This is an optimization exercise on Yosys and OpenROAD, whose aim is small area, not a production implementation.
The RTL was checked by simulation tests, not by an equivalence proof against the original design.
Power and IR drop assume default switching activity.

### flow/config.mk
export PLATFORM = sky130hd
export DESIGN_NAME = alu_top
export DESIGN_NICKNAME = alu_top
export VERILOG_FILES = /design/flow/design.v
export SDC_FILE = /design/flow/constraint.sdc
export NUM_CORES = 4
export LEC_CHECK = 0
export CAP_MARGIN = 20
export CORE_MARGIN = 2
export CORE_UTILIZATION = 40
export SLEW_MARGIN = 20
export SYNTH_HIERARCHICAL = 1
export SYNTH_MINIMUM_KEEP_SIZE = 0
### flow/design.v
`timescale 1ns / 1ns
module alu_top(clk, a, b, s, result, zero);
input clk;
input [15:0] a, b;
input [3:0] s;
output reg [15:0] result;
output reg zero;
reg [15:0] a_q, b_q;
reg [3:0] s_q;
wire [15:0] alu_result;
wire alu_zero;
always @(posedge clk) begin
    a_q <= a;
    b_q <= b;
    s_q <= s;
    result <= alu_result;
    zero <= alu_zero;
end
alu u_alu(.a(a_q), .b(b_q), .s(s_q), .result(alu_result), .zero_detection(alu_zero));
endmodule

`timescale 1ns / 1ns
module three_to_one_mux(d0,d1,d2,s,y);
input [15:0] d0, d1, d2;
input [1:0] s;
output [15:0] y;
reg [15:0] y;
always@(d0 or d1 or d2 or s)
begin
case(s)
      2'b00  : y = d0;
      2'b01  : y = d1;
      2'b10  : y = d2;
      default : y = d0; 
endcase
end
endmodule
module rotate_right(n, value, result);
	input [15:0] n, value;
	output reg [15:0] result;
	reg [15:0] temp, temp2;
	always@(*)
	begin
		temp = 16'd0;
		temp2 = 16'd0;
		case(n[3:0])
			0:
				begin
				result = value;
				end
			1:
				begin
				temp = { {15 - 1 + 1{1'b0}}, value[1 - 1: 0] };
				temp2 = value >> 1;
				result = {temp[1 - 1: 0] , temp2[15 - 1: 0]};
				end
			2:
				begin
				temp = { {15 - 2 + 1{1'b0}}, value[2 - 1: 0] };
				temp2 = value >> 2;
				result = {temp[2 - 1: 0] , temp2[15 - 2: 0]};
				end
			3:
				begin
				temp = { {15 - 3 + 1{1'b0}}, value[3 - 1: 0] };
				temp2 = value >> 3;
				result = {temp[3 - 1: 0] , temp2[15 - 3: 0]};
				end
			4:
				begin
				temp = { {15 - 4 + 1{1'b0}}, value[4 - 1: 0] };
				temp2 = value >> 4;
				result = {temp[4 - 1: 0] , temp2[15 - 4: 0]};
				end
			5:
				begin
				temp = { {15 - 5 + 1{1'b0}}, value[5 - 1: 0] };
				temp2 = value >> 5;
				result = {temp[5 - 1: 0] , temp2[15 - 5: 0]};
				end
			6:
				begin
				temp = { {15 - 6 + 1{1'b0}}, value[6 - 1: 0] };
				temp2 = value >> 6;
				result = {temp[6 - 1: 0] , temp2[15 - 6: 0]};
				end
			7:
				begin
				temp = { {15 - 7 + 1{1'b0}}, value[7 - 1: 0] };
				temp2 = value >> 7;
				result = {temp[7 - 1: 0] , temp2[15 - 7: 0]};
				end
			8:
				begin
				temp = { {15 - 8 + 1{1'b0}}, value[8 - 1: 0] };
				temp2 = value >> 8;
				result = {temp[8 - 1: 0] , temp2[15 - 8: 0]};
				end
			9:
				begin
				temp = { {15 - 9 + 1{1'b0}}, value[9 - 1: 0] };
				temp2 = value >> 9;
				result = {temp[9 - 1: 0] , temp2[15 - 9: 0]};
				end
			10:
				begin
				temp = { {15 - 10 + 1{1'b0}}, value[10 - 1: 0] };
				temp2 = value >> 10;
				result = {temp[10 - 1: 0] , temp2[15 - 10: 0]};
				end
			11:
				begin
				temp = { {15 - 11 + 1{1'b0}}, value[11 - 1: 0] };
				temp2 = value >> 11;
				result = {temp[11 - 1: 0] , temp2[15 - 11: 0]};
				end
			12:
				begin
				temp = { {15 - 12 + 1{1'b0}}, value[12 - 1: 0] };
				temp2 = value >> 12;
				result = {temp[12 - 1: 0] , temp2[15 - 12: 0]};
				end
			13:
				begin
				temp = { {15 - 13 + 1{1'b0}}, value[13 - 1: 0] };
				temp2 = value >> 13;
				result = {temp[13 - 1: 0] , temp2[15 - 13: 0]};
				end
			14:
				begin
				temp = { {15 - 14 + 1{1'b0}}, value[14 - 1: 0] };
				temp2 = value >> 14;
				result = {temp[14 - 1: 0] , temp2[15 - 14: 0]};
				end
			15:
				begin
				temp = { {15 - 15 + 1{1'b0}}, value[15 - 1: 0] };
				temp2 = value >> 15;
				result = {temp[15 - 1: 0] , temp2[15 - 15: 0]};
				end
		endcase
	end
endmodule
module rotate_left(n, value, result);
	input [15:0] n, value;
	output reg [15:0] result;
	reg [15:0] temp, temp2;
	always@(*)
	begin
		temp = 16'd0;
		temp2 = 16'd0;
		case(n[3:0])
			0:
				begin
				result = value;
				end
			1:
				begin
				temp = { {15 - 1 + 1{1'b0}}, value[15:15 - 1 + 1] };
				temp2 = value << 1;
				result = {temp2[15:1] , temp[1 - 1:0]};
				end
			2:
				begin
				temp = { {15 - 2 + 1{1'b0}}, value[15:15 - 2 + 1] };
				temp2 = value << 2;
				result = {temp2[15:2] , temp[2 - 1:0]};
				end
			3:
				begin
				temp = { {15 - 3 + 1{1'b0}}, value[15:15 - 3 + 1] };
				temp2 = value << 3;
				result = {temp2[15:3] , temp[3 - 1:0]};
				end
			4:
				begin
				temp = { {15 - 4 + 1{1'b0}}, value[15:15 - 4 + 1] };
				temp2 = value << 4;
				result = {temp2[15:4] , temp[4 - 1:0]};
				end
			5:
				begin
				temp = { {15 - 5 + 1{1'b0}}, value[15:15 - 5 + 1] };
				temp2 = value << 5;
				result = {temp2[15:5] , temp[5 - 1:0]};
				end
			6:
				begin
				temp = { {15 - 6 + 1{1'b0}}, value[15:15 - 6 + 1] };
				temp2 = value << 6;
				result = {temp2[15:6] , temp[6 - 1:0]};
				end
			7:
				begin
				temp = { {15 - 7 + 1{1'b0}}, value[15:15 - 7 + 1] };
				temp2 = value << 7;
				result = {temp2[15:7] , temp[7 - 1:0]};
				end
			8:
				begin
				temp = { {15 - 8 + 1{1'b0}}, value[15:15 - 8 + 1] };
				temp2 = value << 8;
				result = {temp2[15:8] , temp[8 - 1:0]};
				end
			9:
				begin
				temp = { {15 - 9 + 1{1'b0}}, value[15:15 - 9 + 1] };
				temp2 = value << 9;
				result = {temp2[15:9] , temp[9 - 1:0]};
				end
			10:
				begin
				temp = { {15 - 10 + 1{1'b0}}, value[15:15 - 10 + 1] };
				temp2 = value << 10;
				result = {temp2[15:10] , temp[10 - 1:0]};
				end
			11:
				begin
				temp = { {15 - 11 + 1{1'b0}}, value[15:15 - 11 + 1] };
				temp2 = value << 11;
				result = {temp2[15:11] , temp[11 - 1:0]};
				end
			12:
				begin
				temp = { {15 - 12 + 1{1'b0}}, value[15:15 - 12 + 1] };
				temp2 = value << 12;
				result = {temp2[15:12] , temp[12 - 1:0]};
				end
			13:
				begin
				temp = { {15 - 13 + 1{1'b0}}, value[15:15 - 13 + 1] };
				temp2 = value << 13;
				result = {temp2[15:13] , temp[13 - 1:0]};
				end
			14:
				begin
				temp = { {15 - 14 + 1{1'b0}}, value[15:15 - 14 + 1] };
				temp2 = value << 14;
				result = {temp2[15:14] , temp[14 - 1:0]};
				end
			15:
				begin
				temp = { {15 - 15 + 1{1'b0}}, value[15:15 - 15 + 1] };
				temp2 = value << 15;
				result = {temp2[15:15] , temp[15 - 1:0]};
				end
		endcase
	end
endmodule
`timescale 1ns / 1ns
module alu(a, b, s, result, zero_detection);
  input [15:0] a, b;
  input [3:0] s;
  output [15:0] result;
  output zero_detection;
  wire c_shr   = s[3] & ~s[2] & s[1] & s[0];           
  wire c_andor = s[3] & s[2] & ~s[1];                  
  wire c_shift = s[3] & ~s[2] & s[1];                  
  wire c_arith = s[3] & (s[2] ~^ s[1]);                
  wire c_cmp   = s[3] & ~s[2] & ~s[1];                 
  wire b_small = (b[15:4] == 12'd0);
  wire keep    = s[3] ? (s[2] | s[1] & b_small) : (s[2:0] == 3'b001);
  wire [15:0] a_rev = {a[0], a[1], a[2], a[3], a[4], a[5], a[6], a[7],
                       a[8], a[9], a[10], a[11], a[12], a[13], a[14], a[15]};
  wire [15:0] x = c_shr ? a_rev : c_andor ? (s[0] ? (a & b) : (a | b)) : a;
  wire [15:0] onehot = 16'd1 << b[3:0];
  wire [15:0] y = ~s[3] ? b : c_shift ? onehot : 16'd1;
  wire inv = ~(s[0] & s[1] & s[2]);
  wire [15:0] e = {16{c_arith}} & (b ^ {16{inv}});
  wire cin = c_arith & ~s[0];
  wire [255:0] pp;
  genvar gi, gj;
  generate
    for (gi = 0; gi < 16; gi = gi + 1) begin : g_pp_i
      for (gj = 0; gj < 16; gj = gj + 1) begin : g_pp_j
        assign pp[gi*16+gj] = x[gi] & y[gj];
      end
    end
  endgenerate
  wire fs0, fc1;
  alu_fa u_fs0(.a(cin), .b(e[0]), .c(pp[0]), .s(fs0), .co(fc1));
  wire fs2, fc3;
  alu_fa u_fs2(.a(e[1]), .b(pp[16]), .c(pp[1]), .s(fs2), .co(fc3));
  wire hs4, hc5;
  alu_ha u_hs4(.a(fc1), .b(fs2), .s(hs4), .co(hc5));
  wire fs6, fc7;
  alu_fa u_fs6(.a(e[2]), .b(pp[17]), .c(pp[2]), .s(fs6), .co(fc7));
  wire fs8, fc9;
  alu_fa u_fs8(.a(pp[32]), .b(fc3), .c(fs6), .s(fs8), .co(fc9));
  wire hs10, hc11;
  alu_ha u_hs10(.a(hc5), .b(fs8), .s(hs10), .co(hc11));
  wire fs12, fc13;
  alu_fa u_fs12(.a(e[3]), .b(pp[18]), .c(pp[33]), .s(fs12), .co(fc13));
  wire fs14, fc15;
  alu_fa u_fs14(.a(pp[3]), .b(pp[48]), .c(fc7), .s(fs14), .co(fc15));
  wire fs16, fc17;
  alu_fa u_fs16(.a(fs12), .b(fc9), .c(fs14), .s(fs16), .co(fc17));
  wire hs18, hc19;
  alu_ha u_hs18(.a(hc11), .b(fs16), .s(hs18), .co(hc19));
  wire fs20, fc21;
  alu_fa u_fs20(.a(e[4]), .b(pp[19]), .c(pp[34]), .s(fs20), .co(fc21));
  wire fs22, fc23;
  alu_fa u_fs22(.a(pp[49]), .b(pp[4]), .c(pp[64]), .s(fs22), .co(fc23));
  wire fs24, fc25;
  alu_fa u_fs24(.a(fc13), .b(fs20), .c(fs22), .s(fs24), .co(fc25));
  wire fs26, fc27;
  alu_fa u_fs26(.a(fc15), .b(fs24), .c(fc17), .s(fs26), .co(fc27));
  wire hs28, hc29;
  alu_ha u_hs28(.a(hc19), .b(fs26), .s(hs28), .co(hc29));
  wire fs30, fc31;
  alu_fa u_fs30(.a(e[5]), .b(pp[20]), .c(pp[35]), .s(fs30), .co(fc31));
  wire fs32, fc33;
  alu_fa u_fs32(.a(pp[50]), .b(pp[5]), .c(pp[65]), .s(fs32), .co(fc33));
  wire fs34, fc35;
  alu_fa u_fs34(.a(pp[80]), .b(fc21), .c(fc23), .s(fs34), .co(fc35));
  wire fs36, fc37;
  alu_fa u_fs36(.a(fs30), .b(fs32), .c(fc25), .s(fs36), .co(fc37));
  wire fs38, fc39;
  alu_fa u_fs38(.a(fs34), .b(fs36), .c(fc27), .s(fs38), .co(fc39));
  wire hs40, hc41;
  alu_ha u_hs40(.a(hc29), .b(fs38), .s(hs40), .co(hc41));
  wire fs42, fc43;
  alu_fa u_fs42(.a(e[6]), .b(pp[21]), .c(pp[36]), .s(fs42), .co(fc43));
  wire fs44, fc45;
  alu_fa u_fs44(.a(pp[51]), .b(pp[66]), .c(pp[6]), .s(fs44), .co(fc45));
  wire fs46, fc47;
  alu_fa u_fs46(.a(pp[81]), .b(pp[96]), .c(fc31), .s(fs46), .co(fc47));
  wire fs48, fc49;
  alu_fa u_fs48(.a(fc33), .b(fs42), .c(fs44), .s(fs48), .co(fc49));
  wire fs50, fc51;
  alu_fa u_fs50(.a(fc35), .b(fs46), .c(fs48), .s(fs50), .co(fc51));
  wire fs52, fc53;
  alu_fa u_fs52(.a(fc37), .b(fs50), .c(fc39), .s(fs52), .co(fc53));
  wire hs54, hc55;
  alu_ha u_hs54(.a(hc41), .b(fs52), .s(hs54), .co(hc55));
  wire fs56, fc57;
  alu_fa u_fs56(.a(e[7]), .b(pp[112]), .c(pp[22]), .s(fs56), .co(fc57));
  wire fs58, fc59;
  alu_fa u_fs58(.a(pp[37]), .b(pp[52]), .c(pp[67]), .s(fs58), .co(fc59));
  wire fs60, fc61;
  alu_fa u_fs60(.a(pp[7]), .b(pp[82]), .c(pp[97]), .s(fs60), .co(fc61));
  wire fs62, fc63;
  alu_fa u_fs62(.a(fc43), .b(fc45), .c(fs56), .s(fs62), .co(fc63));
  wire fs64, fc65;
  alu_fa u_fs64(.a(fs58), .b(fs60), .c(fc47), .s(fs64), .co(fc65));
  wire fs66, fc67;
  alu_fa u_fs66(.a(fc49), .b(fs62), .c(fs64), .s(fs66), .co(fc67));
  wire fs68, fc69;
  alu_fa u_fs68(.a(fc51), .b(fs66), .c(fc53), .s(fs68), .co(fc69));
  wire hs70, hc71;
  alu_ha u_hs70(.a(hc55), .b(fs68), .s(hs70), .co(hc71));
  wire fs72, fc73;
  alu_fa u_fs72(.a(e[8]), .b(pp[113]), .c(pp[128]), .s(fs72), .co(fc73));
  wire fs74, fc75;
  alu_fa u_fs74(.a(pp[23]), .b(pp[38]), .c(pp[53]), .s(fs74), .co(fc75));
  wire fs76, fc77;
  alu_fa u_fs76(.a(pp[68]), .b(pp[83]), .c(pp[8]), .s(fs76), .co(fc77));
  wire fs78, fc79;
  alu_fa u_fs78(.a(pp[98]), .b(fc57), .c(fc59), .s(fs78), .co(fc79));
  wire fs80, fc81;
  alu_fa u_fs80(.a(fc61), .b(fs72), .c(fs74), .s(fs80), .co(fc81));
  wire fs82, fc83;
  alu_fa u_fs82(.a(fs76), .b(fc63), .c(fs78), .s(fs82), .co(fc83));
  wire fs84, fc85;
  alu_fa u_fs84(.a(fs80), .b(fc65), .c(fs82), .s(fs84), .co(fc85));
  wire fs86, fc87;
  alu_fa u_fs86(.a(fc67), .b(fs84), .c(fc69), .s(fs86), .co(fc87));
  wire hs88, hc89;
  alu_ha u_hs88(.a(hc71), .b(fs86), .s(hs88), .co(hc89));
  wire fs90, fc91;
  alu_fa u_fs90(.a(e[9]), .b(pp[114]), .c(pp[129]), .s(fs90), .co(fc91));
  wire fs92, fc93;
  alu_fa u_fs92(.a(pp[144]), .b(pp[24]), .c(pp[39]), .s(fs92), .co(fc93));
  wire fs94, fc95;
  alu_fa u_fs94(.a(pp[54]), .b(pp[69]), .c(pp[84]), .s(fs94), .co(fc95));
  wire fs96, fc97;
  alu_fa u_fs96(.a(pp[99]), .b(pp[9]), .c(fc73), .s(fs96), .co(fc97));
  wire fs98, fc99;
  alu_fa u_fs98(.a(fc75), .b(fc77), .c(fs90), .s(fs98), .co(fc99));
  wire fs100, fc101;
  alu_fa u_fs100(.a(fs92), .b(fs94), .c(fc79), .s(fs100), .co(fc101));
  wire fs102, fc103;
  alu_fa u_fs102(.a(fs96), .b(fc81), .c(fs98), .s(fs102), .co(fc103));
  wire fs104, fc105;
  alu_fa u_fs104(.a(fc83), .b(fs100), .c(fs102), .s(fs104), .co(fc105));
  wire fs106, fc107;
  alu_fa u_fs106(.a(fc85), .b(fs104), .c(fc87), .s(fs106), .co(fc107));
  wire hs108, hc109;
  alu_ha u_hs108(.a(hc89), .b(fs106), .s(hs108), .co(hc109));
  wire fs110, fc111;
  alu_fa u_fs110(.a(e[10]), .b(pp[100]), .c(pp[10]), .s(fs110), .co(fc111));
  wire fs112, fc113;
  alu_fa u_fs112(.a(pp[115]), .b(pp[130]), .c(pp[145]), .s(fs112), .co(fc113));
  wire fs114, fc115;
  alu_fa u_fs114(.a(pp[160]), .b(pp[25]), .c(pp[40]), .s(fs114), .co(fc115));
  wire fs116, fc117;
  alu_fa u_fs116(.a(pp[55]), .b(pp[70]), .c(pp[85]), .s(fs116), .co(fc117));
  wire fs118, fc119;
  alu_fa u_fs118(.a(fc91), .b(fc93), .c(fc95), .s(fs118), .co(fc119));
  wire fs120, fc121;
  alu_fa u_fs120(.a(fs110), .b(fs112), .c(fs114), .s(fs120), .co(fc121));
  wire fs122, fc123;
  alu_fa u_fs122(.a(fs116), .b(fc97), .c(fc99), .s(fs122), .co(fc123));
  wire fs124, fc125;
  alu_fa u_fs124(.a(fs118), .b(fs120), .c(fc101), .s(fs124), .co(fc125));
  wire fs126, fc127;
  alu_fa u_fs126(.a(fs122), .b(fc103), .c(fs124), .s(fs126), .co(fc127));
  wire fs128, fc129;
  alu_fa u_fs128(.a(fc105), .b(fs126), .c(fc107), .s(fs128), .co(fc129));
  wire hs130, hc131;
  alu_ha u_hs130(.a(hc109), .b(fs128), .s(hs130), .co(hc131));
  wire fs132, fc133;
  alu_fa u_fs132(.a(e[11]), .b(pp[101]), .c(pp[116]), .s(fs132), .co(fc133));
  wire fs134, fc135;
  alu_fa u_fs134(.a(pp[11]), .b(pp[131]), .c(pp[146]), .s(fs134), .co(fc135));
  wire fs136, fc137;
  alu_fa u_fs136(.a(pp[161]), .b(pp[176]), .c(pp[26]), .s(fs136), .co(fc137));
  wire fs138, fc139;
  alu_fa u_fs138(.a(pp[41]), .b(pp[56]), .c(pp[71]), .s(fs138), .co(fc139));
  wire fs140, fc141;
  alu_fa u_fs140(.a(pp[86]), .b(fc111), .c(fc113), .s(fs140), .co(fc141));
  wire fs142, fc143;
  alu_fa u_fs142(.a(fc115), .b(fc117), .c(fs132), .s(fs142), .co(fc143));
  wire fs144, fc145;
  alu_fa u_fs144(.a(fs134), .b(fs136), .c(fs138), .s(fs144), .co(fc145));
  wire fs146, fc147;
  alu_fa u_fs146(.a(fc119), .b(fc121), .c(fs140), .s(fs146), .co(fc147));
  wire fs148, fc149;
  alu_fa u_fs148(.a(fs142), .b(fs144), .c(fc123), .s(fs148), .co(fc149));
  wire fs150, fc151;
  alu_fa u_fs150(.a(fs146), .b(fc125), .c(fs148), .s(fs150), .co(fc151));
  wire fs152, fc153;
  alu_fa u_fs152(.a(fc127), .b(fs150), .c(fc129), .s(fs152), .co(fc153));
  wire hs154, hc155;
  alu_ha u_hs154(.a(hc131), .b(fs152), .s(hs154), .co(hc155));
  wire fs156, fc157;
  alu_fa u_fs156(.a(e[12]), .b(pp[102]), .c(pp[117]), .s(fs156), .co(fc157));
  wire fs158, fc159;
  alu_fa u_fs158(.a(pp[12]), .b(pp[132]), .c(pp[147]), .s(fs158), .co(fc159));
  wire fs160, fc161;
  alu_fa u_fs160(.a(pp[162]), .b(pp[177]), .c(pp[192]), .s(fs160), .co(fc161));
  wire fs162, fc163;
  alu_fa u_fs162(.a(pp[27]), .b(pp[42]), .c(pp[57]), .s(fs162), .co(fc163));
  wire fs164, fc165;
  alu_fa u_fs164(.a(pp[72]), .b(pp[87]), .c(fc133), .s(fs164), .co(fc165));
  wire fs166, fc167;
  alu_fa u_fs166(.a(fc135), .b(fc137), .c(fc139), .s(fs166), .co(fc167));
  wire fs168, fc169;
  alu_fa u_fs168(.a(fs156), .b(fs158), .c(fs160), .s(fs168), .co(fc169));
  wire fs170, fc171;
  alu_fa u_fs170(.a(fs162), .b(fc141), .c(fc143), .s(fs170), .co(fc171));
  wire fs172, fc173;
  alu_fa u_fs172(.a(fs164), .b(fc145), .c(fs166), .s(fs172), .co(fc173));
  wire fs174, fc175;
  alu_fa u_fs174(.a(fs168), .b(fc147), .c(fs170), .s(fs174), .co(fc175));
  wire fs176, fc177;
  alu_fa u_fs176(.a(fs172), .b(fc149), .c(fs174), .s(fs176), .co(fc177));
  wire fs178, fc179;
  alu_fa u_fs178(.a(fc151), .b(fs176), .c(fc153), .s(fs178), .co(fc179));
  wire hs180, hc181;
  alu_ha u_hs180(.a(hc155), .b(fs178), .s(hs180), .co(hc181));
  wire fs182, fc183;
  alu_fa u_fs182(.a(e[13]), .b(pp[103]), .c(pp[118]), .s(fs182), .co(fc183));
  wire fs184, fc185;
  alu_fa u_fs184(.a(pp[133]), .b(pp[13]), .c(pp[148]), .s(fs184), .co(fc185));
  wire fs186, fc187;
  alu_fa u_fs186(.a(pp[163]), .b(pp[178]), .c(pp[193]), .s(fs186), .co(fc187));
  wire fs188, fc189;
  alu_fa u_fs188(.a(pp[208]), .b(pp[28]), .c(pp[43]), .s(fs188), .co(fc189));
  wire fs190, fc191;
  alu_fa u_fs190(.a(pp[58]), .b(pp[73]), .c(pp[88]), .s(fs190), .co(fc191));
  wire fs192, fc193;
  alu_fa u_fs192(.a(fc157), .b(fc159), .c(fc161), .s(fs192), .co(fc193));
  wire fs194, fc195;
  alu_fa u_fs194(.a(fc163), .b(fs182), .c(fs184), .s(fs194), .co(fc195));
  wire fs196, fc197;
  alu_fa u_fs196(.a(fs186), .b(fs188), .c(fs190), .s(fs196), .co(fc197));
  wire fs198, fc199;
  alu_fa u_fs198(.a(fc165), .b(fc167), .c(fc169), .s(fs198), .co(fc199));
  wire fs200, fc201;
  alu_fa u_fs200(.a(fs192), .b(fs194), .c(fs196), .s(fs200), .co(fc201));
  wire fs202, fc203;
  alu_fa u_fs202(.a(fc171), .b(fc173), .c(fs198), .s(fs202), .co(fc203));
  wire fs204, fc205;
  alu_fa u_fs204(.a(fs200), .b(fc175), .c(fs202), .s(fs204), .co(fc205));
  wire fs206, fc207;
  alu_fa u_fs206(.a(fc177), .b(fs204), .c(fc179), .s(fs206), .co(fc207));
  wire hs208, hc209;
  alu_ha u_hs208(.a(hc181), .b(fs206), .s(hs208), .co(hc209));
  wire fs210, fc211;
  alu_fa u_fs210(.a(e[14]), .b(pp[104]), .c(pp[119]), .s(fs210), .co(fc211));
  wire fs212, fc213;
  alu_fa u_fs212(.a(pp[134]), .b(pp[149]), .c(pp[14]), .s(fs212), .co(fc213));
  wire fs214, fc215;
  alu_fa u_fs214(.a(pp[164]), .b(pp[179]), .c(pp[194]), .s(fs214), .co(fc215));
  wire fs216, fc217;
  alu_fa u_fs216(.a(pp[209]), .b(pp[224]), .c(pp[29]), .s(fs216), .co(fc217));
  wire fs218, fc219;
  alu_fa u_fs218(.a(pp[44]), .b(pp[59]), .c(pp[74]), .s(fs218), .co(fc219));
  wire fs220, fc221;
  alu_fa u_fs220(.a(pp[89]), .b(fc183), .c(fc185), .s(fs220), .co(fc221));
  wire fs222, fc223;
  alu_fa u_fs222(.a(fc187), .b(fc189), .c(fc191), .s(fs222), .co(fc223));
  wire fs224, fc225;
  alu_fa u_fs224(.a(fs210), .b(fs212), .c(fs214), .s(fs224), .co(fc225));
  wire fs226, fc227;
  alu_fa u_fs226(.a(fs216), .b(fs218), .c(fc193), .s(fs226), .co(fc227));
  wire fs228, fc229;
  alu_fa u_fs228(.a(fc195), .b(fc197), .c(fs220), .s(fs228), .co(fc229));
  wire fs230, fc231;
  alu_fa u_fs230(.a(fs222), .b(fs224), .c(fc199), .s(fs230), .co(fc231));
  wire fs232, fc233;
  alu_fa u_fs232(.a(fs226), .b(fc201), .c(fs228), .s(fs232), .co(fc233));
  wire fs234, fc235;
  alu_fa u_fs234(.a(fs230), .b(fc203), .c(fs232), .s(fs234), .co(fc235));
  wire fs236, fc237;
  alu_fa u_fs236(.a(fc205), .b(fs234), .c(fc207), .s(fs236), .co(fc237));
  wire hs238, hc239;
  alu_ha u_hs238(.a(hc209), .b(fs236), .s(hs238), .co(hc239));
  wire xs240;
  alu_xor u_xs240(.a(e[15]), .b(pp[105]), .y(xs240));
  wire xs241;
  alu_xor u_xs241(.a(pp[120]), .b(pp[135]), .y(xs241));
  wire xs242;
  alu_xor u_xs242(.a(pp[150]), .b(pp[15]), .y(xs242));
  wire xs243;
  alu_xor u_xs243(.a(pp[165]), .b(pp[180]), .y(xs243));
  wire xs244;
  alu_xor u_xs244(.a(pp[195]), .b(pp[210]), .y(xs244));
  wire xs245;
  alu_xor u_xs245(.a(pp[225]), .b(pp[240]), .y(xs245));
  wire xs246;
  alu_xor u_xs246(.a(pp[30]), .b(pp[45]), .y(xs246));
  wire xs247;
  alu_xor u_xs247(.a(pp[60]), .b(pp[75]), .y(xs247));
  wire xs248;
  alu_xor u_xs248(.a(pp[90]), .b(xs240), .y(xs248));
  wire xs249;
  alu_xor u_xs249(.a(xs241), .b(xs242), .y(xs249));
  wire xs250;
  alu_xor u_xs250(.a(xs243), .b(xs244), .y(xs250));
  wire xs251;
  alu_xor u_xs251(.a(xs245), .b(xs246), .y(xs251));
  wire xs252;
  alu_xor u_xs252(.a(xs247), .b(xs248), .y(xs252));
  wire xs253;
  alu_xor u_xs253(.a(xs249), .b(xs250), .y(xs253));
  wire xs254;
  alu_xor u_xs254(.a(xs251), .b(fc211), .y(xs254));
  wire xs255;
  alu_xor u_xs255(.a(fc213), .b(fc215), .y(xs255));
  wire xs256;
  alu_xor u_xs256(.a(fc217), .b(fc219), .y(xs256));
  wire xs257;
  alu_xor u_xs257(.a(xs252), .b(xs253), .y(xs257));
  wire xs258;
  alu_xor u_xs258(.a(xs254), .b(xs255), .y(xs258));
  wire xs259;
  alu_xor u_xs259(.a(xs256), .b(xs257), .y(xs259));
  wire xs260;
  alu_xor u_xs260(.a(xs258), .b(fc221), .y(xs260));
  wire xs261;
  alu_xor u_xs261(.a(fc223), .b(fc225), .y(xs261));
  wire xs262;
  alu_xor u_xs262(.a(xs259), .b(xs260), .y(xs262));
  wire xs263;
  alu_xor u_xs263(.a(xs261), .b(fc227), .y(xs263));
  wire xs264;
  alu_xor u_xs264(.a(xs262), .b(fc229), .y(xs264));
  wire xs265;
  alu_xor u_xs265(.a(xs263), .b(xs264), .y(xs265));
  wire xs266;
  alu_xor u_xs266(.a(fc231), .b(xs265), .y(xs266));
  wire xs267;
  alu_xor u_xs267(.a(fc233), .b(xs266), .y(xs267));
  wire xs268;
  alu_xor u_xs268(.a(xs267), .b(fc235), .y(xs268));
  wire xs269;
  alu_xor u_xs269(.a(xs268), .b(fc237), .y(xs269));
  wire xs270;
  alu_xor u_xs270(.a(xs269), .b(hc239), .y(xs270));
  wire [15:0] p = {xs270, hs238, hs208, hs180, hs154, hs130, hs108, hs88, hs70, hs54, hs40, hs28, hs18, hs10, hs4, fs0};
  wire [15:0] p_rev = {p[0], p[1], p[2], p[3], p[4], p[5], p[6], p[7],
                       p[8], p[9], p[10], p[11], p[12], p[13], p[14], p[15]};
  wire cmp = (a[15] ^ b[15]) ? (a[15] ^ ~s[0]) : (p[15] ^ s[0]);
  assign result = ({16{keep & ~c_cmp}} & (c_shr ? p_rev : p)) | {15'd0, c_cmp & cmp};
  assign zero_detection = (result == 16'd0);
endmodule
module alu_fa(a, b, c, s, co);
  input a, b, c;
  output s, co;
  assign s = a ^ b ^ c;
  assign co = (a & b) | (a & c) | (b & c);
endmodule
module alu_ha(a, b, s, co);
  input a, b;
  output s, co;
  assign s = a ^ b;
  assign co = a & b;
endmodule
module alu_xor(a, b, y);
  input a, b;
  output y;
  assign y = a ^ b;
endmodule
### flow/run.sh
#!/bin/bash
# synth_recipe.tcl (not shown) runs the flow's synth.tcl, then flattens the netlist and writes it again
# the make line also repeats each setting of config.mk as NAME=value (left out here)
make -C /OpenROAD-flow-scripts/flow DESIGN_CONFIG=/design/flow/config.mk WORK_HOME=/design/flow/orfs CLKGATE_MAP_FILE= SYNTH_SCRIPT=/design/flow/synth_recipe.tcl finish
### flow/constraint.sdc
create_clock -name core_clock -period 8.0 [get_ports {clk}]
set_input_delay 1.6000 -clock core_clock [delete_from_list [all_inputs] [get_ports {clk}]]
set_output_delay 1.6000 -clock core_clock [all_outputs]
set_load 0.01 [all_outputs]
==> reports/metrics.cfg, run 1 <==
[timing]
period_share=0.9649
max_freq_ghz=0.1295
hold_viol=0
finalClockSkew_ns=0.005404
tightestPinTransition_ns=0.8303
max_slew_margin=0.4465
period_needed_ns=7.720
slew_viol_final=0
setup_viol=0

[clock_tree]
ctsHoldBuffers=0
h-tree-depth=2
clock_latency_ns=0.29
clockBufferDepth=2
clock-root-buffer=clkbuf_16
cts_made_buffers=5
numClockSinks=53
cts_tree=yes
path_clk_slew_ns=0.07

[layout]
nFillCells=1256
antennaDiodeCount=0
final_cells=819
stdcell_area_mm2=0.006775
final-seq-area_mm2=0.001076
layout.nets=798
drive_above_1_share=0.1596
multi_input_area_mm2=0.004410
area_delta_synth_final_pct=22.29

[drt]
ant_nets=0
dr.pass1.iters=5
drc=0
viasPerCell=5.354
wl_per_cell_um=18.38
drtIter0Drc=375
vias=4385
drt-total-wl_um=15050

[floorplan]
dieWidth_um=121.7
chipHeight_um=121.7
die_area_mm2=0.01481
io-pin-count=54
row_count=43
core_area_mm2=0.01372
initial_core_util=0.4038

[power_and_ir_drop]
ir_drop_mv=0.1283
power.switching_mw=0.6538
p_seq_frac=0.210
pwr-share-comb=0.655
cellLeakagePower_nw=3.031
power.share.switching=0.4297
pwr_density_cell_mw_per_mm2=224.6
p_clk_frac=0.136
p_int_mw=0.8677

[grt]
grt_pass1_wl_um=24080
grt_pass1_vias=4621
grtUsageTotal=0.2119
grt-ovfl-total=0
grt_max_degree=18
antenna_found_initial=0

[synthesis]
yosys-top-cells-area=fa_1 (38%), dfxtp_1 (19%), nor2_1 (10%)
yosysWarnings=7
ys_types=42
async_flop_share=0
yosys-top-cells-count=nor2_1 (148), fa_1 (106), dfxtp_1 (53)
netlist_area_mm2=0.005540
synth_top_flop_cell=dfxtp_1
synthCells=564
synth_top_cell_area_share=0.3830
yosys_register_bits=53
ys_seq_area_frac=0.1915
synth_nets=723
synthMostInstantiatedCell=nor2_1
syn_avg_cell_area_um2=9.823
synth_top_area_cell=fa_1
synth_edf_count=0

[place]
gp_congestion=0.9444
dpl.hpwl_um=12160
placed_cell_area_mm2=0.006490
port_buffers=53
dp.cells=810

[worst_setup_path]
cp_slowest_cell=fa_1
cp_max_fo=11
crit_type=flip-flop to flip-flop
worst-endpoint-arrival_ns=7.91
endpoint_kind=flip-flop
start_kind=flip-flop
crit_top_cell=fa_1
slowest_delay_ns=0.50
required_ns=8.19

[status]
status=timing/DRC/antenna clean

[flow_run]
max_cap_violations=0

[min_path]
hold_path_class=flip-flop to flip-flop

-- final timing paths --
| path | slack, ns | end | from | cells past startpoint |
|---|---|---|---|---|
| setup / recovery | 0.28 | zero$_DFF_P_ | s_q[2]$_DFF_P_ | 25 |
| hold / removal | 0.76 | result[0]$_DFF_P_ | s_q[3]$_DFF_P_ | 3 |
| hold reg to reg | 0.76 | result[0]$_DFF_P_ | s_q[3]$_DFF_P_ | 3 |
| setup reg to reg | 0.28 | zero$_DFF_P_ | s_q[2]$_DFF_P_ | 25 |
-- layout make-up --
class                   count  area share
clock inverters             2    0.002031
clock buffers               5     0.01847
inverters                   5    0.002770
flip-flops and latches     53      0.1588
multi-input cells         474      0.6510
repair buffers            100      0.1337
well taps                 180     0.03324
-- stage by stage --
stage / power, mW / hold WS, ns / worst slack (ns) / TNS, ns / utilization
2_1_floorplan: 0.9724 / 0.6638 / 0.03561 / 0 / -
3_3_place_gp: 1.279 / 0.7584 / 0.05722 / 0 / 0.4731
3_5_place_dp: 1.298 / 0.7835 / -0.06754 / -0.1042 / 0.4731
4_1_cts: 1.523 / 0.7430 / 0.006987 / 0 / 0.4846
5_1_grt: 1.655 / 0.7907 / -0.008823 / -0.008823 / 0.4938
6_report: 1.522 / 0.7602 / 0.2804 / 0 / 0.4938
-- logic make-up (layout without fill, tap and decap cells) --
kind of cell             after synthesis  after routing  share of synthesized area
AO/OA/AOI/OAI                         84             84                     0.1075
multiplexers                           1              1                   0.001807
XOR/XNOR                              48             48                    0.07588
AND/OR/NAND/NOR                      219            219                     0.1737
buffers and inverters                 37            112                    0.03049
adder cells (fa/ha/maj)              122            122                     0.4192
flip-flops                            53             53                     0.1915
-- power groups by stage --
stage          Clock [mW]  Combinational [mW]  Sequential, mW
3_3_place_gp            0               0.957           0.323
2_1_floorplan           0               0.644           0.329
6_report            0.206               0.997           0.319
5_1_grt             0.224                1.11           0.322
3_5_place_dp            0               0.974           0.324
4_1_cts             0.214               0.990           0.319
-- layout by cell type, fill, tap and decap left out, types with 13 or more instances in the layout --
| master | netlist | layout |
|---|---|---|
| ha_1 | 16 | 15 |
| clkdlybuf4s50_1 | 0 | 53 |
| a21oi_2 | 10 | 13 |
| o21ai_0 | 19 | 17 |
| xnor2_1 | 17 | 17 |
| buf_4 | 1 | 42 |
| fa_1 | 106 | 100 |
| dfxtp_1 | 53 | 49 |
| xor2_1 | 31 | 30 |
| a21oi_1 | 22 | 19 |
| nand2_1 | 36 | 36 |
| nor2_1 | 148 | 147 |
-- layer usage --
metal  share of wire  global-route usage
met5               0                   0
met3           0.064             0.03605
met1            0.41              0.2745
met4           0.024             0.06106
met2            0.50              0.3662
-- critical path: cells and delay by family (launching register included) --
family	cells	cell delay [ns]
xor+xnor	2	0.29
simple gates	4	0.61
buf+inv	1	0.19
flops	1	0.38
compound gates	3	0.42
fa+ha+maj	15	5.73
-- flip-flops by register name (all words and copies together), names as in the netlist --
signal  flops
result     16
b_q        16
s_q         4
a_q        16
zero        1
-- modules after synthesis, one instance, submodules excluded --
module,flip-flops and latches,cells,cell area (um^2)
alu_xor,0,1,8.758
alu_ha,0,1,12.51
alu,0,360,1911
alu_top,53,53,1061
alu_fa,0,1,20.02
-- timing repair --
item                                    in CTS  in global routing
pin swaps                                    0                  6
endpoints found under the setup margin       2                  3
gates resized for setup                      9                 30
buffers inserted                             0                  2
==> run 2: changes to the inputs <==
--- a/flow/design.v
+++ b/flow/design.v
@@ -256,5 +256,4 @@
   wire c_shr   = s[3] & ~s[2] & s[1] & s[0];           
   wire c_andor = s[3] & s[2] & ~s[1];                  
-  wire c_shift = s[3] & ~s[2] & s[1];                  
   wire c_arith = s[3] & (s[2] ~^ s[1]);                
   wire c_cmp   = s[3] & ~s[2] & ~s[1];                 
@@ -263,9 +262,10 @@
   wire [15:0] a_rev = {a[0], a[1], a[2], a[3], a[4], a[5], a[6], a[7],
                        a[8], a[9], a[10], a[11], a[12], a[13], a[14], a[15]};
-  wire [15:0] x = c_shr ? a_rev : c_andor ? (s[0] ? (a & b) : (a | b)) : a;
+  wire [15:0] x = (s[1] & s[0] & ~s[2]) ? a_rev : a;
   wire [15:0] onehot = 16'd1 << b[3:0];
-  wire [15:0] y = ~s[3] ? b : c_shift ? onehot : 16'd1;
+  wire [15:0] y = ~s[3] ? b : (s[1] & ~s[2]) ? onehot : {15'd0, ~(s[2] & ~s[1])};
   wire inv = ~(s[0] & s[1] & s[2]);
-  wire [15:0] e = {16{c_arith}} & (b ^ {16{inv}});
+  wire [15:0] e = ({16{c_arith}} & (b ^ {16{inv}})) |
+                  ({16{c_andor}} & (s[0] ? (a & b) : (a | b)));
   wire cin = c_arith & ~s[0];
   wire [255:0] pp;
--- a/flow/config.mk
+++ b/flow/config.mk
@@ -9,4 +9,5 @@
 export CORE_MARGIN = 2
 export CORE_UTILIZATION = 40
+export GPL_TIMING_DRIVEN = 0
 export SLEW_MARGIN = 20
 export SYNTH_HIERARCHICAL = 1
==> reports/metrics.cfg, run 2 <==
[grt]
busiest_layer=met2
grtUsageTotal=0.2200  ; +0.008022
grt_pass1_wl_um=24580  ; +2.1%
gr-usage-met2=0.3677  ; +0.001446
antenna_found_initial=0  ; unchanged
grt-ovfl-total=0  ; unchanged
globalRouteMet3Util=0.02996  ; -0.006086
grt_pass1_vias=4628  ; +0.15%
gr-usage-met1=0.2909  ; +0.01632
grt_max_degree=18  ; unchanged

[timing]
holdWs_ns=0.6605  ; -0.09965 ns
tightestPinTransition_ns=1.108  ; +0.2781 ns
finalClockSkew_ns=0.005716  ; +0.0003111 ns
setup_viol=0  ; unchanged
period_share=0.9750  ; +0.01004
max_slew_margin=0.2611  ; -0.1854
rsz0062_at_grt=false
period_needed_ns=7.800  ; +0.08031 ns
max_freq_ghz=0.1282  ; -1.0%
slew_viol_final=0  ; unchanged
hold_viol=0  ; unchanged

[power_and_ir_drop]
p_clk_frac=0.133  ; -0.003
pwr-share-comb=0.696  ; +0.041
power.switching_mw=0.8405  ; +29%
power.share.switching=0.4452  ; +0.01545
p_seq_frac=0.170  ; -0.040
ir_drop_mv=0.1618  ; +26%
p_int_mw=1.048  ; +21%
cellLeakagePower_nw=3.017  ; -0.45%
pwr_density_cell_mw_per_mm2=278.0  ; +24%

[min_path]
hold_path_class=flip-flop to flip-flop
min_path_cells=2  ; -1
hp-start=s_q[2]$_DFF_P_
hold_path_end=result[0]$_DFF_P_

[worst_setup_path]
endpoint_kind=flip-flop
start_kind=flip-flop
r2r_slack_ns=0.20  ; -0.08 ns
rr_worst_depth=23  ; -8.0%
slowest_delay_ns=0.51  ; about the same
worst-endpoint-arrival_ns=7.99  ; +0.08 ns
crit_chain=inv_1 -> ha_1 -> and2_2 -> a22o_1 -> fa_2 -> fa_1 -> fa_2 -> fa_2 -> fa_2 -> fa_2 -> fa_2 -> fa_2 -> fa_2 -> fa_2 -> fa_2 -> fa_2 -> fa_2 -> fa_2 -> xor2_2 -> xor2_4 -> mux2i_1 -> xnor2_1 -> o32a_1
r2r-end=zero$_DFF_P_
crit_type=flip-flop to flip-flop
cp_slowest_cell=fa_1
crit_top_cell=fa_2
worst-path-stages=23  ; -8.0%
cp_max_fo=8  ; -3
crit_buf_inv=1  ; unchanged
worstReg2RegStart=s_q[1]$_DFF_P_
required_ns=8.19  ; about the same
critPathTopFamily=adder cells

[drt]
drtIter0Drc=260  ; -31%
ant_nets=0  ; unchanged
drc=0  ; unchanged
dr.pass1.iters=5  ; unchanged
vias=4333  ; -1.2%
viasPerCell=5.471  ; +2.2%
wl_per_cell_um=19.58  ; +6.5%
drt-total-wl_um=15500  ; +3.0%

[synthesis]
synth_top_flop_cell=dfxtp_1
yosys.area_share.simple=0.1509  ; -0.02281
synth_edf_count=0  ; unchanged
yosysWarnings=7  ; unchanged
synth_compound_area_frac=0.06947  ; -0.03803
synth-xor-area-share=0.07554  ; -0.0003412
yosys_register_bits=53  ; unchanged
yosys-top-cells-count=nor2_1 (139), fa_1 (106), dfxtp_1 (53)
synth_top_family_by_area=adder cells
synthCells=541  ; -4.1%
ys_seq_area_frac=0.1906  ; -0.0008611
async_flop_share=0  ; unchanged
synthMostInstantiatedCell=nor2_1
synth_adder_area_share=0.4487  ; +0.02959
synth_top_area_cell=fa_1
netlist_area_mm2=0.005565  ; +0.45%
synth_top_cell_area_share=0.3813  ; -0.001722
syn_avg_cell_area_um2=10.29  ; +4.7%
synth_nets=702  ; -2.9%
ys_types=42  ; unchanged
synthMuxAreaShare=0.03710  ; +0.03529
yosys-top-cells-area=fa_1 (38%), dfxtp_1 (19%), nor2_1 (9.4%)

[flow_run]
max_cap_violations=0  ; unchanged

[layout]
final_cell_mix=nor2_1 (136), fa_1 (91), clkdlybuf4s50_1 (53)
top_regs=a_q (16), b_q (16), result (16)
area_delta_synth_final_pct=22.05
stdcell_area_mm2=0.006793  ; +0.26%
drive_above_1_share=0.1454  ; -0.01420
antennaDiodeCount=0  ; unchanged
final_common_cell=nor2_1
final_util=0.4951  ; +0.001277
layout.nets=772  ; -3.3%

[floorplan]
die_area_mm2=0.01487  ; +0.44%
dieWidth_um=122.0  ; +0.22%
row_count=43  ; unchanged
io-pin-count=54  ; unchanged
chipHeight_um=122.0  ; +0.22%
initial_core_util=0.4057  ; +0.001824
core_area_mm2=0.01372  ; unchanged

[clock_tree]
path_clk_slew_ns=0.07  ; about the same
h-tree-depth=2  ; unchanged
clockBufferDepth=2  ; unchanged
numClockSinks=53  ; unchanged
clock-root-buffer=clkbuf_16
cts_tree=yes
clock_latency_ns=0.30  ; about the same
cts_made_buffers=5  ; unchanged

[place]
gp_congestion=0.8964  ; -5.1%
placed_cell_area_mm2=0.006354  ; -2.1%
port_buffers=53  ; unchanged
dpl.hpwl_um=11920  ; -2.0%

[status]
status=timing/DRC/antenna clean

==> run 2: cell count changes in the layout (fill, tap and decap cells not counted), sizes merged, moves of 14 or more <==
cell and delta:
maj3 +15, xor2 +14, o21ai -20, buf -18, a21oi -16, mux2i +16, xnor2 -14, a22o +16
==> run 2: timing repair <==
action | 4_1_cts | 5_1_grt
pin swaps | 6 | 8
resized for setup | 39 | 12
setup buffers | 8 | 2
endpoints found under the setup margin | 7 | 3
hold buffers | 0 | 0
gates cloned | 0 | 0
==> run 2: cell families after synthesis <==
family | after synthesis
buffers and inverters | 33
XOR/XNOR | 48
multiplexers | 17
AO/OA/AOI/OAI | 52
adder cells (fa/ha/maj) | 139
AND/OR/NAND/NOR | 199
flip-flops | 53
==> run 2: worst max path at each step <==
stage                        start           end  slack, ns
global placement    s_q[2]$_DFF_P_  zero$_DFF_P_      -1.04
finish              s_q[1]$_DFF_P_  zero$_DFF_P_       0.20
global route        s_q[1]$_DFF_P_  zero$_DFF_P_      0.009
CTS                 s_q[2]$_DFF_P_  zero$_DFF_P_       0.02
detailed placement  s_q[2]$_DFF_P_  zero$_DFF_P_      -1.08
floorplan           s_q[2]$_DFF_P_  zero$_DFF_P_      0.005
==> run 2: per-module statistics from Yosys (local to each module, per instance) <==
module / copies in the design / cells / area (um^2)
alu: 1 / 337 / 1936
alu_fa: 106 / 1 / 20.02
alu_ha: 14 / 1 / 12.51
alu_top: 1 / 53 / 1061
alu_xor: 31 / 1 / 8.758
==> run 2: final cells by class <==
class,instances,area (um^2)
Fill cell,1234,6927
Timing Repair Buffer,64,613.1
Sequential cell,53,1070
Clock inverter,3,43.79
Multi-Input combinational cell,455,4532
Buffer,25,156.4
Inverter,7,27.53
Tap cell,180,225.2
Clock buffer,5,125.1
==> run 2: through the flow <==
step / setup slack, ns / total power [mW] / std cells / TNS (ns)
after floorplan: 0.004769 / 1.068 / 541 / 0
after global placement: -1.039 / 1.442 / 774 / -3.208
after detailed placement: -1.076 / 1.458 / 775 / -3.393
after CTS: 0.01840 / 1.896 / 790 / 0
after global routing: 0.009053 / 2.041 / 792 / 0
final: 0.2001 / 1.888 / 792 / 0
==> run 2: routing by layer <==
metal	part of all wire	wire, um	up-vias
met5	0	0	-
met4	0.034	523	0
met3	0.074	1142	41
met2	0.49	7522	232
met1	0.41	6315	2154
li1	-	-	1906
==> run 2: power groups by stage <==
stage	clock network [mW]	logic (mW)	registers, mW
after global placement	0	1.12	0.326
after floorplan	0	0.732	0.336
after global routing	0.269	1.45	0.325
after CTS	0.260	1.31	0.322
final	0.252	1.31	0.322
after detailed placement	0	1.13	0.327
==> run 2: worst min-delay path, delay by kind of cell, from the launching register on <==
family                 cells  cell delay, ns
AO/OA/AOI/OAI              1            0.08
flip-flops                 1            0.40
buffers and inverters      1            0.13
==> run 3: changes to the inputs <==
==> flow/flow/run.sh (new file) <==
#!/bin/bash
# The standard layout (standard.sh: the standard synthesis, then ORFS to
# finish), with the smallest buffer, sky130_fd_sc_hd__buf_1, on every port.
set -euo pipefail
bash standard.sh "BUFFER_PORTS_ARGS=-buffer_cell sky130_fd_sc_hd__buf_1" finish > orfs_make.log 2>&1
==> flow/standard.sh (new file) <==
#!/bin/bash
# synth_recipe.tcl (not shown) runs the flow's synth.tcl, then flattens the netlist and writes it again
# the make line also repeats each setting of config.mk as NAME=value (left out here)
make -C /OpenROAD-flow-scripts/flow DESIGN_CONFIG=/design/flow/config.mk WORK_HOME=/design/flow/orfs CLKGATE_MAP_FILE= SYNTH_SCRIPT=/design/flow/synth_recipe.tcl "${@:-finish}"
removed: flow/run.sh
==> reports/metrics.cfg, run 3 <==
[timing]
fin_setup_tns_ns=0  ; unchanged
setup_slack_ns=0.1773  ; -0.02278 ns
slew_viol_final=0  ; unchanged
rsz0062_at_grt=false
period_share=0.9778  ; +0.002848
setup_viol=0  ; unchanged
hold_viol=0  ; unchanged
holdWs_ns=0.5649  ; -0.09568 ns
period_needed_ns=7.823  ; +0.02278 ns
max_freq_ghz=0.1278  ; -0.29%
tightestPinTransition_ns=1.117  ; +0.009066 ns
max_slew_margin=0.2551  ; -0.006043
finalClockSkew_ns=0.008032  ; +0.002316 ns

[place]
port_buffers=53  ; unchanged
placed_cell_area_mm2=0.006011  ; -5.4%
dpl.hpwl_um=11810  ; -0.87%
gp_congestion=0.9246  ; +3.1%
post-place-ws_ns=-1.048  ; +0.02797 ns

[layout]
drive_above_1_share=0.1535  ; +0.008049
final_common_cell=nor2_1
final_util=0.4759  ; -0.01924
final_cell_mix=nor2_1 (137), fa_1 (93), buf_1 (54)
layout.nets=779  ; +0.91%
antennaDiodeCount=0  ; unchanged
top_regs=a_q (16), b_q (16), result (16)
area_delta_synth_final_pct=17.31
stdcell_area_mm2=0.006529  ; -3.9%

[grt]
antenna_found_initial=0  ; unchanged
grt_max_degree=17  ; -1
grt-ovfl-total=0  ; unchanged
grt_pass1_wl_um=24270  ; -1.2%
grtUsageTotal=0.2153  ; -0.004621
grt_pass1_vias=4647  ; +0.41%

[synthesis]
netlist_area_mm2=0.005565  ; unchanged
synthMostInstantiatedCell=nor2_1
synthCells=541  ; unchanged
yosysWarnings=7  ; unchanged
synth_top_cell_area_share=0.3813  ; unchanged
yosys-top-cells-count=nor2_1 (139), fa_1 (106), dfxtp_1 (53)
synth_top_flop_cell=dfxtp_1
syn_avg_cell_area_um2=10.29  ; unchanged
yosys-top-cells-area=fa_1 (38%), dfxtp_1 (19%), nor2_1 (9.4%)
synth_top_area_cell=fa_1
ys_seq_area_frac=0.1906  ; unchanged
synth_nets=702  ; unchanged
yosys_register_bits=53  ; unchanged
async_flop_share=0  ; unchanged
synth_edf_count=0  ; unchanged
ys_types=42  ; unchanged

[drt]
dr.pass1.iters=5  ; unchanged
ant_nets=0  ; unchanged
met3WireLength_um=1184  ; +3.7%
viasPerCell=5.409  ; -1.1%
drc=0  ; unchanged
top_layer=met4
drt-total-wl_um=15280  ; -1.5%
wl_met2_um=7166  ; -4.7%
vias=4322  ; -0.25%
wl_per_cell_um=19.12  ; -2.3%
drtIter0Drc=366  ; +41%
wl_met1_um=6291  ; -0.38%

[worst_setup_path]
critPathTopFamily=adder cells
endpoint_kind=flip-flop
cp_slowest_cell=fa_2
crit_buf_inv=2  ; +1
worst-endpoint-arrival_ns=8.01  ; +0.02 ns
crit_top_cell=fa_2
start_kind=flip-flop
cp_max_fo=8  ; unchanged
slowest_delay_ns=0.61  ; +0.10 ns
required_ns=8.18  ; about the same
crit_type=flip-flop to flip-flop

[floorplan]
core_area_mm2=0.01372  ; unchanged
chipHeight_um=122.0  ; unchanged
row_count=43  ; unchanged
initial_core_util=0.4057  ; unchanged
die_area_mm2=0.01487  ; unchanged
dieWidth_um=122.0  ; unchanged
io-pin-count=54  ; unchanged

[status]
status=timing/DRC/antenna clean

[power_and_ir_drop]
ir_drop_mv=0.2737  ; +69%
pwr_density_cell_mw_per_mm2=270.5  ; -2.7%
cellLeakagePower_nw=2.914  ; -3.4%

[min_path]
hold_path_class=flip-flop to flip-flop

[clock_tree]
clock_latency_ns=0.30  ; about the same
path_clk_slew_ns=0.07  ; about the same
numClockSinks=53  ; unchanged
ctsHoldBuffers=0  ; unchanged
cts_tree=yes
clockBufferDepth=2  ; unchanged
cts_made_buffers=5  ; unchanged
h-tree-depth=2  ; unchanged
clock-root-buffer=clkbuf_16

[flow_run]
max_cap_violations=0  ; unchanged

==> run 3: repair_timing <==
action	CTS	global route
endpoints found under the setup margin	5	2
buffers inserted	9	10
gates resized for setup	37	18
hold endpoints to repair	0	0
pin swaps	5	7
==> run 3: layout make-up <==
cell class | count | area (um^2)
Tap cell | 180 | 225.2
Inverter | 7 | 27.53
Fill cell | 1295 | 7191
Multi-Input combinational cell | 455 | 4534
Sequential cell | 53 | 1074
Clock buffer | 6 | 138.9
Buffer | 23 | 153.9
Timing Repair Buffer | 73 | 361.6
Clock inverter | 2 | 13.76
==> run 3: path summary, 6_finish.rpt <==
| check | start | endpoint | slack (ns) | cells past startpoint |
|---|---|---|---|---|
| max | s_q[2]$_DFF_P_ | zero$_DFF_P_ | 0.18 | 26 |
| min | s_q[2]$_DFF_P_ | result[0]$_DFF_P_ | 0.56 | 1 |
| max reg2reg | s_q[2]$_DFF_P_ | zero$_DFF_P_ | 0.18 | 26 |
| min reg2reg | s_q[2]$_DFF_P_ | result[0]$_DFF_P_ | 0.56 | 1 |
==> run 3: per-layer routing <==
layer / vias to the layer above / track usage
met3: 44 / 0.04494
li1: 1923 / -
met1: 2140 / 0.2842
met5: - / 0
met2: 215 / 0.3460
met4: 0 / 0.08908
==> run 3: per-stage QoR <==
step	std cells	power [mW]
after floorplan	541	1.068
after global placement	774	1.399
after detailed placement	774	1.427
after CTS	790	1.776
after global routing	799	1.898
final	799	1.766
==> run 3: kinds of logic (layout without fill, tap and decap cells) <==
kind of cell               after synthesis  count (layout)  synth area share
buffers and inverters                   33             111           0.02765
muxes                                   17              17           0.03710
DFF                                     53              53            0.1906
and+or+nand+nor                        199             199            0.1509
xor gates and xnor gates                48              48           0.07554
AOI/OAI and AO/OA                       52              52           0.06947
adders and majority gates              139             139            0.4487
==> run 3: per-module statistics from Yosys (local to each module, per instance) <==
module,cell area [um^2],copies in the design
alu,1936,1
alu_top,1061,1
alu_fa,20.02,106
alu_ha,12.51,14
alu_xor,8.758,31
==> run 3: report_power, final <==
group	internal, mW	switching [mW]	total (mW)	leakage, nW
clock	0.125	0.0975	0.222	0.0768
sequential	0.301	0.0210	0.322	0.445
combinational	0.527	0.695	1.22	2.39
total	0.953	0.813	1.77	2.91

## what the ideal ports hide
How much do the figures lean on ideal ports? The routed layouts below were timed once more, with nothing changed but the port constraints.
Step 1: set_driving_cell puts a clkbuf_16 on clk and a buf_2 on each other input, an assumption about the parent block.
Step 2 also shifts input and output timing later by t, the mid clock arrival at the registers, as if the neighbouring blocks saw the same clock.
Slacks: ideal ports / drivers / drivers and shift; pairs: ideal ports / drivers.
run | t, ns | setup WS [ns] | hold slack, ns | worst data-port slew with drivers (ns)
run 1 | 0.324 | 0.280 / 0.280 / 0.280 | 0.760 / 0.760 / 0.760 | 0.04
run 2 | 0.338 | 0.200 / 0.200 / 0.200 | 0.661 / 0.661 / 0.661 | 0.03
run 3 | 0.333 | 0.177 / 0.177 / 0.177 | 0.565 / 0.565 / 0.565 | 0.03
After both steps setup and hold are still met in every run listed.
